Source: an optimization exercise on an open RTL-to-GDS flow (aim: a short achievable clock period and few clock cycles). Production flows keep margins and buffers that such runs may drop.
Function was checked by simulation only, so behaviour that the tests miss may differ from the original.
Power figures rest on the tool's default switching activity, not on a simulated workload.

`design/flow/config.mk`:
```
export PLATFORM = sky130hd
export DESIGN_NAME = top
export DESIGN_NICKNAME = top
export VERILOG_FILES = /design/flow/design.v
export SDC_FILE = /design/flow/constraint.sdc
export NUM_CORES = 4
export LEC_CHECK = 0
export CAP_MARGIN = 40
export CORE_MARGIN = 2
export CORE_UTILIZATION = 25
export SLEW_MARGIN = 20
```
`design/flow/constraint.sdc`:
```
create_clock -name core_clock -period 13.0 [get_ports {clk}]
set_input_delay 2.6000 -clock core_clock [delete_from_list [all_inputs] [get_ports {clk}]]
set_output_delay 2.6000 -clock core_clock [all_outputs]
set_load 0.01 [all_outputs]
```
`design/flow/design.v`:
```
`timescale 1ns / 1ps
module alu8(input [7:0] a, input [7:0] b, input [2:0] sel,
                    output [7:0] f, output ovf, output take_branch);
    reg [1:0] t_branch;
    reg oflow;
    reg [7:0] out;
    always @(*) begin
        out = 8'd0;
        oflow = 1'b0;
        t_branch = 2'b00;
        case (sel) 
            3'd0: begin      
                out = a + b;
                if ((a[7] == b[7]) && (a[7] != out[7])) begin
                    oflow = 1;
                end else begin
                    oflow = 0;
                end
            end
            3'd1: out = ~b;      
            3'd2: out = a & b;   
            3'd3: out = a | b;   
            3'd4: out = {a[7], a[7], a[6], a[5], a[4], a[3], a[2], a[1]};    
            3'd5: out = {a[6], a[5], a[4], a[3], a[2], a[1], a[0], 1'b0};    
            3'd6: begin              
                out = 8'd0;
                if (a == b) begin
                    t_branch = 2'b01;
                end else begin
                    t_branch = 2'b00;
                end
            end
            3'd7: begin              
                out = 8'd0;
                if (a != b) begin
                    t_branch = 2'b10;
                end else begin
                    t_branch = 2'b00;
                end
            end
        endcase
    end
    assign ovf = oflow & ~sel[2] & ~sel[1] & ~sel[0];
    assign take_branch = (t_branch[0] & sel[2] & sel[1] & ~sel[0]) |
                         (t_branch[1] & sel[2] & sel[1] &  sel[0]);
    assign f = out;
endmodule
`timescale 1ns / 1ps
module reg_file(input clk, input rst, input wr_en, 
    input [1:0] wr_addr, input [8:0] wr_data,
    input [1:0] rd0_addr, input [1:0] rd1_addr, 
    output [8:0] rd0_data, output [8:0] rd1_data);
    reg [8:0] reg0;
    reg [8:0] reg1;
    reg [8:0] reg2;
    reg [8:0] reg3;
    assign rd0_data = (rd0_addr[1] == 0) ? (rd0_addr[0] == 0 ? reg0 : reg1) : 
                                           (rd0_addr[0] == 0 ? reg2 : reg3);
    assign rd1_data = (rd1_addr[1] == 0) ? (rd1_addr[0] == 0 ? reg0 : reg1) :
                                           (rd1_addr[0] == 0 ? reg2 : reg3);
    always @(posedge rst, posedge clk) begin
        if (rst) begin
            reg0 <= 9'd0;
            reg1 <= 9'd0;
            reg2 <= 9'd0;
            reg3 <= 9'd0;
        end else if (wr_en) begin
            case (wr_addr)
                2'd0: reg0 <= wr_data;
                2'd1: reg1 <= wr_data;
                2'd2: reg2 <= wr_data;
                2'd3: reg3 <= wr_data;
            endcase
        end
    end
endmodule
`timescale 1ns / 1ps
module alu_regfile(input clk, input rst, input wr_en, 
                   input [1:0] wr_addr, input [8:0] wr_data,
                   input [1:0] rd0_addr, input [1:0] rd1_addr, 
                   input [7:0] instr_i, input [2:0] alu_op, 
                   input alu_s0, input alu_s1,
                   output [7:0] f, output ovf, output take_branch,
                   output [7:0] alu_in0, output [7:0] alu_in1,
		           output [8:0] ReadData1, output [8:0] ReadData2
    );
    wire [8:0] rd0_data;
    wire [8:0] rd1_data;
    reg [7:0] in0;
    reg [7:0] in1;
    assign alu_in0 = in0;
    assign alu_in1 = in1;
    assign ReadData1 = rd0_data;
    assign ReadData2 = rd1_data;
    reg_file regFile (.clk(clk), .rst(rst), .wr_en(wr_en), .wr_addr(wr_addr), .wr_data(wr_data), 
            .rd0_addr(rd0_addr), .rd1_addr(rd1_addr), .rd0_data(rd0_data), .rd1_data(rd1_data));
    always @(*) begin
        case (alu_s0) 
            0: in0 = rd0_data[7:0];
            1: in0 = 8'd0;
        endcase
        case (alu_s1)
            0: in1 = rd1_data[7:0];
            1: in1 = instr_i;
        endcase
    end
    alu8 alu (.a(alu_in0), .b(alu_in1), .sel(alu_op), .f(f), .ovf(ovf), .take_branch(take_branch));
endmodule
`timescale 1ns / 1ps
module data_memory(input clk, input rst, input we,
    input [7:0] a, input [8:0] d, output [8:0] spo);
    reg [8:0] mem [255:0];
    assign spo = mem[a];
    genvar i;
    generate
        for (i=0; i<256; i=i+1) begin : word
            always @(posedge rst, posedge clk) begin
                if (rst) begin
                    mem[i] <= 9'd0;
                end else if (we && (a == i)) begin
                    mem[i] <= d;
                end
            end
        end
    endgenerate
endmodule
`timescale 1ns / 1ps
module instr_decoder(input [15:0] instruction, output RegWrite, output RegDst, 
                     output [7:0] instr_i, output ALUSrc1, output ALUSrc2, output [2:0] ALUOp, 
                     output MemWrite, output [3:0] opcode, output MemToReg, 
                     output [1:0] rs_addr, output [1:0] rt_addr, output [1:0] rd_addr
    );
    reg [22:0] settings; 
    assign RegDst = settings[22];
    assign RegWrite = settings[21];
    assign instr_i = settings[20:13];
    assign ALUSrc1 = settings[12];
    assign ALUSrc2 = settings[11];
    assign ALUOp = settings[10:8];
    assign MemWrite = settings[7];
    assign MemToReg = settings[6];
    assign rs_addr = settings[5:4];
    assign rt_addr = settings[3:2];
    assign rd_addr = settings[1:0];
    assign opcode = instruction [15:12];
    always @(*) begin
        settings = 23'd0;
        case (instruction[15:12])
            4'b0000: begin
                settings[22:21] = 2'b01;
                settings[20:13] = instruction[7:0];
                settings[12:6] = 7'b01_000_01;
                settings[5:0] = {instruction[11:8], 2'b00};
            end
            4'b0001: begin
                settings[22:21] = 2'b00;
                settings[20:13] = instruction[7:0];
                settings[12:6] = 7'b01_000_10;
                settings[5:0] = {instruction[11:8], 2'b00};
            end
            4'b0010: begin
                settings[22:21] = 2'b11;
                settings[20:13] = 8'b0;
                settings[12:6] = 7'b00_000_00;
                settings[5:0] = instruction[11:6];
            end
            4'b0011: begin
                settings[22:21] = 2'b01;
                settings[20:13] = instruction[7:0];
                settings[12:6] = 7'b01_000_00;
                settings[5:0] = {instruction[11:8], 2'b00};
            end
            4'b0100: begin
                settings[22:21] = 2'b11;
                settings[20:13] = 8'b0;
                settings[12:6] = 7'b10_001_00;
                settings[5:0] = instruction[11:6];
            end
            4'b0101: begin
                settings[22:21] = 2'b11;
                settings[20:13] = 8'b0;
                settings[12:6] = 7'b00_010_00;
                settings[5:0] = instruction[11:6];
            end
            4'b0110: begin
                settings[22:21] = 2'b01;
                settings[20:13] = instruction[7:0];
                settings[12:6] = 7'b01_010_00;
                settings[5:0] = {instruction[11:8], 2'b00};
            end
            4'b0111: begin
                settings[22:21] = 2'b11;
                settings[20:13] = 8'b0;
                settings[12:6] = 7'b00_011_00;
                settings[5:0] = instruction[11:6];
            end
            4'b1000: begin
                settings[22:21] = 2'b01;
                settings[20:13] = instruction[7:0];
                settings[12:6] = 7'b01_011_00;
                settings[5:0] = {instruction[11:8], 2'b00};
            end
            4'b1001: begin
                settings[22:21] = 2'b01;
                settings[20:13] = instruction[7:0];
                settings[12:6] = 7'b01_100_00;
                settings[5:0] = {instruction[11:8], 2'b00};
            end
            4'b1010: begin
                settings[22:21] = 2'b01;
                settings[20:13] = instruction[7:0];
                settings[12:6] = 7'b01_101_00;
                settings[5:0] = {instruction[11:8], 2'b00};
            end
            4'b1011: begin
                settings[22:21] = 2'b00;
                settings[20:13] = instruction[7:0];
                settings[12:6] = 7'b00_110_00;
                settings[5:0] = {instruction[11:8], 2'b00};
            end
            4'b1100: begin
                settings[22:21] = 2'b00;
                settings[20:13] = instruction[7:0];
                settings[12:6] = 7'b00_111_00;
                settings[5:0] = {instruction[11:8], 2'b00};
            end
            4'b1101: begin
                settings[22:21] = 2'b01;
                settings[20:13] = 8'b0;
                settings[12:6] = 7'b10_010_00;
                settings[5:0] = instruction[11:6];
            end
        endcase
    end
endmodule
`timescale 1ns / 1ps
module programcounter(input clk, input rst, input [7:0] immediate, 
	     	      input take_branch, output [7:0] pc
	);
	reg [7:0] pcount; 
	assign pc = pcount;
	always @(posedge clk, posedge rst) begin
		if (rst) begin
			pcount <= 8'b0;
		end
		else if (take_branch) begin
			pcount <= pcount + immediate;
		end
		else begin
			pcount <= pcount + 1;
		end
	end
endmodule
`timescale 1ns / 1ps
module top (
		input wire clk,
		input wire rst,
		output wire [7:0] imem_addr,
		input wire [15:0] imem_data,
		output reg 	  tr_rf_we,
		output reg [1:0]  tr_rf_addr,
		output reg [8:0]  tr_rf_data,
		output reg 	  tr_dm_we,
		output reg [7:0]  tr_dm_addr,
		output reg [8:0]  tr_dm_data
	);
	wire [7:0] ALU_in1, ALU_in2;
	wire [7:0] ALU_out;
	wire [2:0] ALU_op;
	wire 	   ALU_ovf;
	wire 	   ALU_tb;
	wire [15:0] instruction;
	wire [3:0] opcode;
	wire [1:0] rs_addr;
	wire [1:0] rt_addr;
	wire [1:0] rd_addr;
	wire [7:0] immediate;
	wire RegDst;
	wire RegWrite;
	wire ALUSrc1;
	wire ALUSrc2;
	wire MemWrite;
	wire MemToReg;
	wire [1:0] rf_waddr;
	wire [8:0] rf_wdata;
	wire [8:0] rf_rdata1;
	wire [8:0] rf_rdata2;
	wire [8:0] data_mem_out;
	wire [7:0] pc;
	alu_regfile ALU_RegFile (
		.clk(clk), .rst(rst), .wr_en(RegWrite),
		.wr_addr(rf_waddr), .wr_data(rf_wdata), 
		.rd0_addr(rs_addr), .rd1_addr(rt_addr), .instr_i(immediate),
		.alu_op(ALU_op), .alu_s0(ALUSrc1), .alu_s1(ALUSrc2),
		.f(ALU_out), .ovf(ALU_ovf), .take_branch(ALU_tb),
		.alu_in0(ALU_in1), .alu_in1(ALU_in2), 
		.ReadData1(rf_rdata1), .ReadData2(rf_rdata2)
	);
	data_memory DataMem (
		.clk(clk), .rst(rst), .we(MemWrite),
		.a(ALU_out), .d(rf_rdata2), .spo(data_mem_out)
	);
	assign imem_addr = pc;
	assign instruction = imem_data;
	instr_decoder InstrDec (
		.instruction(instruction), .RegWrite(RegWrite), .RegDst(RegDst),
		.instr_i(immediate), 
		.ALUSrc1(ALUSrc1), .ALUSrc2(ALUSrc2), .ALUOp(ALU_op),
		.MemWrite(MemWrite), .opcode(opcode), .MemToReg(MemToReg),
		.rs_addr(rs_addr), .rt_addr(rt_addr), .rd_addr(rd_addr)
	);
	programcounter PCount (
		.clk(clk), .rst(rst),
		.immediate(immediate), .take_branch(ALU_tb), .pc(pc)
	);
	reg [8:0] WriteData;
	reg [1:0] WriteAddr;
	assign rf_wdata = WriteData;
	assign rf_waddr = WriteAddr;
	always @(*) begin
		case (MemToReg)
			1'b0: WriteData = {ALU_ovf, ALU_out};
			1'b1: WriteData = data_mem_out;
		endcase
	end
	always @(*) begin
		case (RegDst)
			1'b0: WriteAddr = rt_addr;
			1'b1: WriteAddr = rd_addr;
		endcase
	end
	always @(posedge clk, posedge rst) begin
		if (rst) begin
			tr_rf_we <= 1'b0;
			tr_rf_addr <= 2'd0;
			tr_rf_data <= 9'd0;
			tr_dm_we <= 1'b0;
			tr_dm_addr <= 8'd0;
			tr_dm_data <= 9'd0;
		end else begin
			tr_rf_we <= RegWrite;
			tr_rf_addr <= WriteAddr;
			tr_rf_data <= WriteData;
			tr_dm_we <= MemWrite;
			tr_dm_addr <= ALU_out;
			tr_dm_data <= rf_rdata2;
		end
	end
endmodule
```
`design/flow/run.sh`:
```
#!/bin/bash
# synth_recipe.tcl (not shown) runs the flow's synth.tcl, then flattens the netlist and writes it again
# the make line also repeats each setting of config.mk as NAME=value (left out here)
make -C /OpenROAD-flow-scripts/flow DESIGN_CONFIG=/design/flow/config.mk WORK_HOME=/design/flow/orfs CLKGATE_MAP_FILE= SYNTH_SCRIPT=/design/flow/synth_recipe.tcl finish
```
==> metrics.yaml <==
outcome:
  outcome: "timing/DRC/antenna clean"
clock_tree:
  cts_buffers: 312
  cts_tree: "built"
  cts_root_buf: "clkbuf_16"
  clock_latency_ns: 1.12
  cts_buffer_depth: 4
  clock_sinks: 2378
  h-tree-depth: 5
  postCtsHoldBufs: 0
  cts_resized: 0
  clkTransAtPathRegs_ns: 0.06
  cts_setup_buffers: 0
worst_hold_path:
  hold_class: "flip-flop to flip-flop"
sta:
  max_clock_freq_ghz: 0.0860
  worstMarginPinSlew_ns: 1.35
  setup_viol: 0
  post-route-period-util_pct: 89.4
  min_period_ns: 11.62
  setup_tns_ns: 0
  timing.slew.headroom_pct: 9.79
  rsz0062_at_grt: "no"
  slew_violations: 0
  fin_worst_skew_ns: 0.0845
  finalHoldViolations: 0
worst_setup_path:
  cp_data_required_time_ns: 13.90
  crit_family: "compound AO/OA/AOI/OAI gates"
  critPathLaunchType: "input port"
  end_kind: "flip-flop"
  cp.arrival_ns: 12.53
  cp_common_cell: "buf_4"
  worstPathMaxFanout: 38
  crit_path_max_incr_delay_ns: 0.84
  critPathSlowestCell: "nor4_1"
  path_buf_inv: 12
  critical_path_class: "input port to flip-flop"
route:
  viasPerCell: 6.46
  ant_nets: 0
  via_count: 123000
  drc: 0
  drt_pre_antenna_iters: 8
  wl_per_cell_um: 63.0
  routed_wl_um: 1200000
  drt-initial-drc-count: 22100
final_layout:
  multi_input_area_mm2: 0.0456
  nets: 12800
  final_cell_mix: "2867 x nand2_1, 2423 x o21ai_0, 2378 x dfrtp_1"
  fin_util_pct: 32.6
  final_common_cell: "nand2_1"
  ff_latch_area_mm2: 0.0595
  fillCellCount: 44900
  syn_to_final_growth_pct: 29.7
  drive_gt1_share_pct: 19.5
floorplanning:
  boundaryPins: 56
  design.core.area_mm2: 0.428
  die-height_um: 660
  fp.dieArea_mm2: 0.436
  initial_utilization_pct: 25.1
  die_w_um: 660
  row_count: 240
synthesis:
  synth_area_per_cell_um2: 9.16
  ys_seq_area_share_pct: 55.3
  syn_nets: 11800
  synth_seq_cells: 2378
  yosysWarnings: 8
  synth_cell_type_count: 117
  yosysTopAreaCell: "dfrtp_1"
  synthTopCellsByArea: "dfrtp_1 55%, o21ai_0 11%, nand2_1 10%, a22oi_1 2.6%, clkbuf_1 2.4%"
  synth_top_area_share_pct: 55.3
  synth_area_mm2: 0.108
  syn_inst: 11700
  synth_ff_type: "dfrtp_1"
  async_flop_share_pct: 100
  synth_edf_count: 0
global_routing:
  grt_pass1_vias: 106000
  grt_overflow_total: 0
  grt_max_degree: 163
  track_usage_pct: 53.7
  antenna_found_initial: 335
  grt_pass1_wl_um: 1450000
place:
  hpwl_um: 913000
  globalplace.congestion: 1.14
  portBuffers: 55
power:
  ir_worst_vdd_mv: 0.167
  total_leakage_power_uw: 0.0588
  p_per_area_mw_per_mm2: 198
run:
  maxCapViolCount: 0
-- synthesized netlist by cell type (18+ instances only) --
cell type and number:
o32ai_1 23, ha_1 23, nand3_1 325, buf_2 192
dfrtp_1 2378, a31oi_1 81, a22oi_1 374, nor4_1 83
o211ai_1 32, buf_1 63, o31ai_1 30, mux2_2 40
a211oi_1 40, nor3_1 161, a2111oi_0 40, a21oi_1 203
a221oi_1 35, o2bb2ai_1 23, and3_1 66, o22ai_1 81
nand4_1 162, o21ai_0 2435, o2111ai_1 18, mux2i_1 114
a222oi_1 18, o21ai_1 18, and4_1 24, nand2_1 3004
a32o_1 42, a32oi_1 117, or4_1 21, inv_1 57
clkbuf_1 693, a22o_1 147, buf_4 31, nor2_1 220
-- area by class of cell --
cell class | instances | area share (%)
clock inverters | 101 | 0.888
flip-flops and latches | 2378 | 42.6
well taps | 5687 | 5.10
diodes | 326 | 0.585
inverters | 63 | 0.186
repair buffers | 1651 | 11.5
multi-input cells | 8317 | 32.6
clock buffers | 443 | 6.47
-- through the flow --
stage	cell area (µm²)	total power (µW)	setup slack, ns	std cells	hold WS, ns
CTS	138000	26700	1.80	18600	0.477
global placement	126000	17500	0.104	17900	0.453
floorplan	108000	10600	-22.65	11700	0.441
detailed placement	128000	17700	0.826	18100	0.463
global route	139000	27100	1.38	18700	0.494
finish	140000	27600	1.38	19000	0.473
-- routing by layer --
metal / routed length [µm] / vias to the layer above / part of all wire, % / global-route usage [%]
met1: 448000 / 63000 / 37 / 63.8
met4: 132000 / 86 / 11 / 50.6
li1: - / 44200 / - / -
met2: 461000 / 11800 / 39 / 70.5
met3: 153000 / 3541 / 13 / 24.6
met5: 654 / - / 0.055 / 0.299
-- flip-flops by register name, indices dropped and copies added, names as in the netlist, 9 cells and up --
register                  cells
tr_rf_data                    9
ALU_RegFile.regFile.reg3      9
ALU_RegFile.regFile.reg2      9
ALU_RegFile.regFile.reg1      9
tr_dm_data                    9
ALU_RegFile.regFile.reg0      9
DataMem.mem                2304
-- report_power, final --
group / leakage, µW / total [µW] / switching, µW / internal [µW]
clock network: 0.00506 / 9150 / 3980 / 5170
registers: 0.0331 / 8120 / 390 / 7730
logic: 0.0207 / 10300 / 8500 / 1810
total: 0.0588 / 27600 / 12900 / 14700
-- tightest hold or removal path: stages (launching register included) --
cell and delay, ns:
dfrtp_1 0.34, nand2_1 0.04, o21ai_0 0.06
-- path summary, 6_finish.rpt --
check                                                        start                                       to  slack, ns  cells after the start
max in group asynchronous                                      rst          DataMem.mem[181][3]$_DFFE_PP0P_       8.14                      5
setup / recovery                                     imem_data[14]  ALU_RegFile.regFile.reg3[1]$_DFFE_PP0P_       1.38                     31
hold reg to reg                    DataMem.mem[119][4]$_DFFE_PP0P_          DataMem.mem[119][4]$_DFFE_PP0P_       0.47                      2
setup reg to reg           ALU_RegFile.regFile.reg0[2]$_DFFE_PP0P_  ALU_RegFile.regFile.reg3[1]$_DFFE_PP0P_       3.96                     27
min in group asynchronous                                      rst                  tr_dm_data[8]$_DFF_PP0_       1.99                      2
hold / removal                     DataMem.mem[119][4]$_DFFE_PP0P_          DataMem.mem[119][4]$_DFFE_PP0P_       0.47                      2
-- kinds of logic (layout without fill, tap and decap cells) --
logic type | count (synthesis) | after routing | share of synthesized area, %
and+or+nand+nor | 4173 | 4173 | 16.5
AOI/OAI and AO/OA | 3952 | 3952 | 22.3
DFF | 2378 | 2378 | 55.3
buffers and inverters | 1051 | 2258 | 4.04
muxes | 159 | 159 | 1.57
adders and majority gates | 25 | 25 | 0.305
xor gates and xnor gates | 8 | 8 | 0.0651
other | 0 | 326 | 0
Testbench counts, summed over its fixed seeds: cycles 57,457.

[what the ideal ports hide]
The flow's constraints put no driver on any port. The routed layout listed below was extracted and timed again, unchanged, in two steps. Step 1: set_driving_cell puts a clkbuf_16 on clk and a buf_2 on each other input, an assumption about the parent block. Step 2 moves the port delays by t, midway between the first and last clock arrival at a register: inputs arrive t later, outputs are due t later. That takes back most of the time a late clock gives input paths. Three values: no drivers, after step 1, after step 2; two values: the first two.
t, ns: 1.185
setup WS [ns]: 1.375 / 1.460 / 0.274
worst hold slack (ns): 0.473 / 0.473 / 0.473
cell pins on the clock port's net: 1
After both steps setup and hold are still met in this run. For this run, drivers alone change the setup slack by +0.085 ns; drivers and shift together by -1.101 ns.
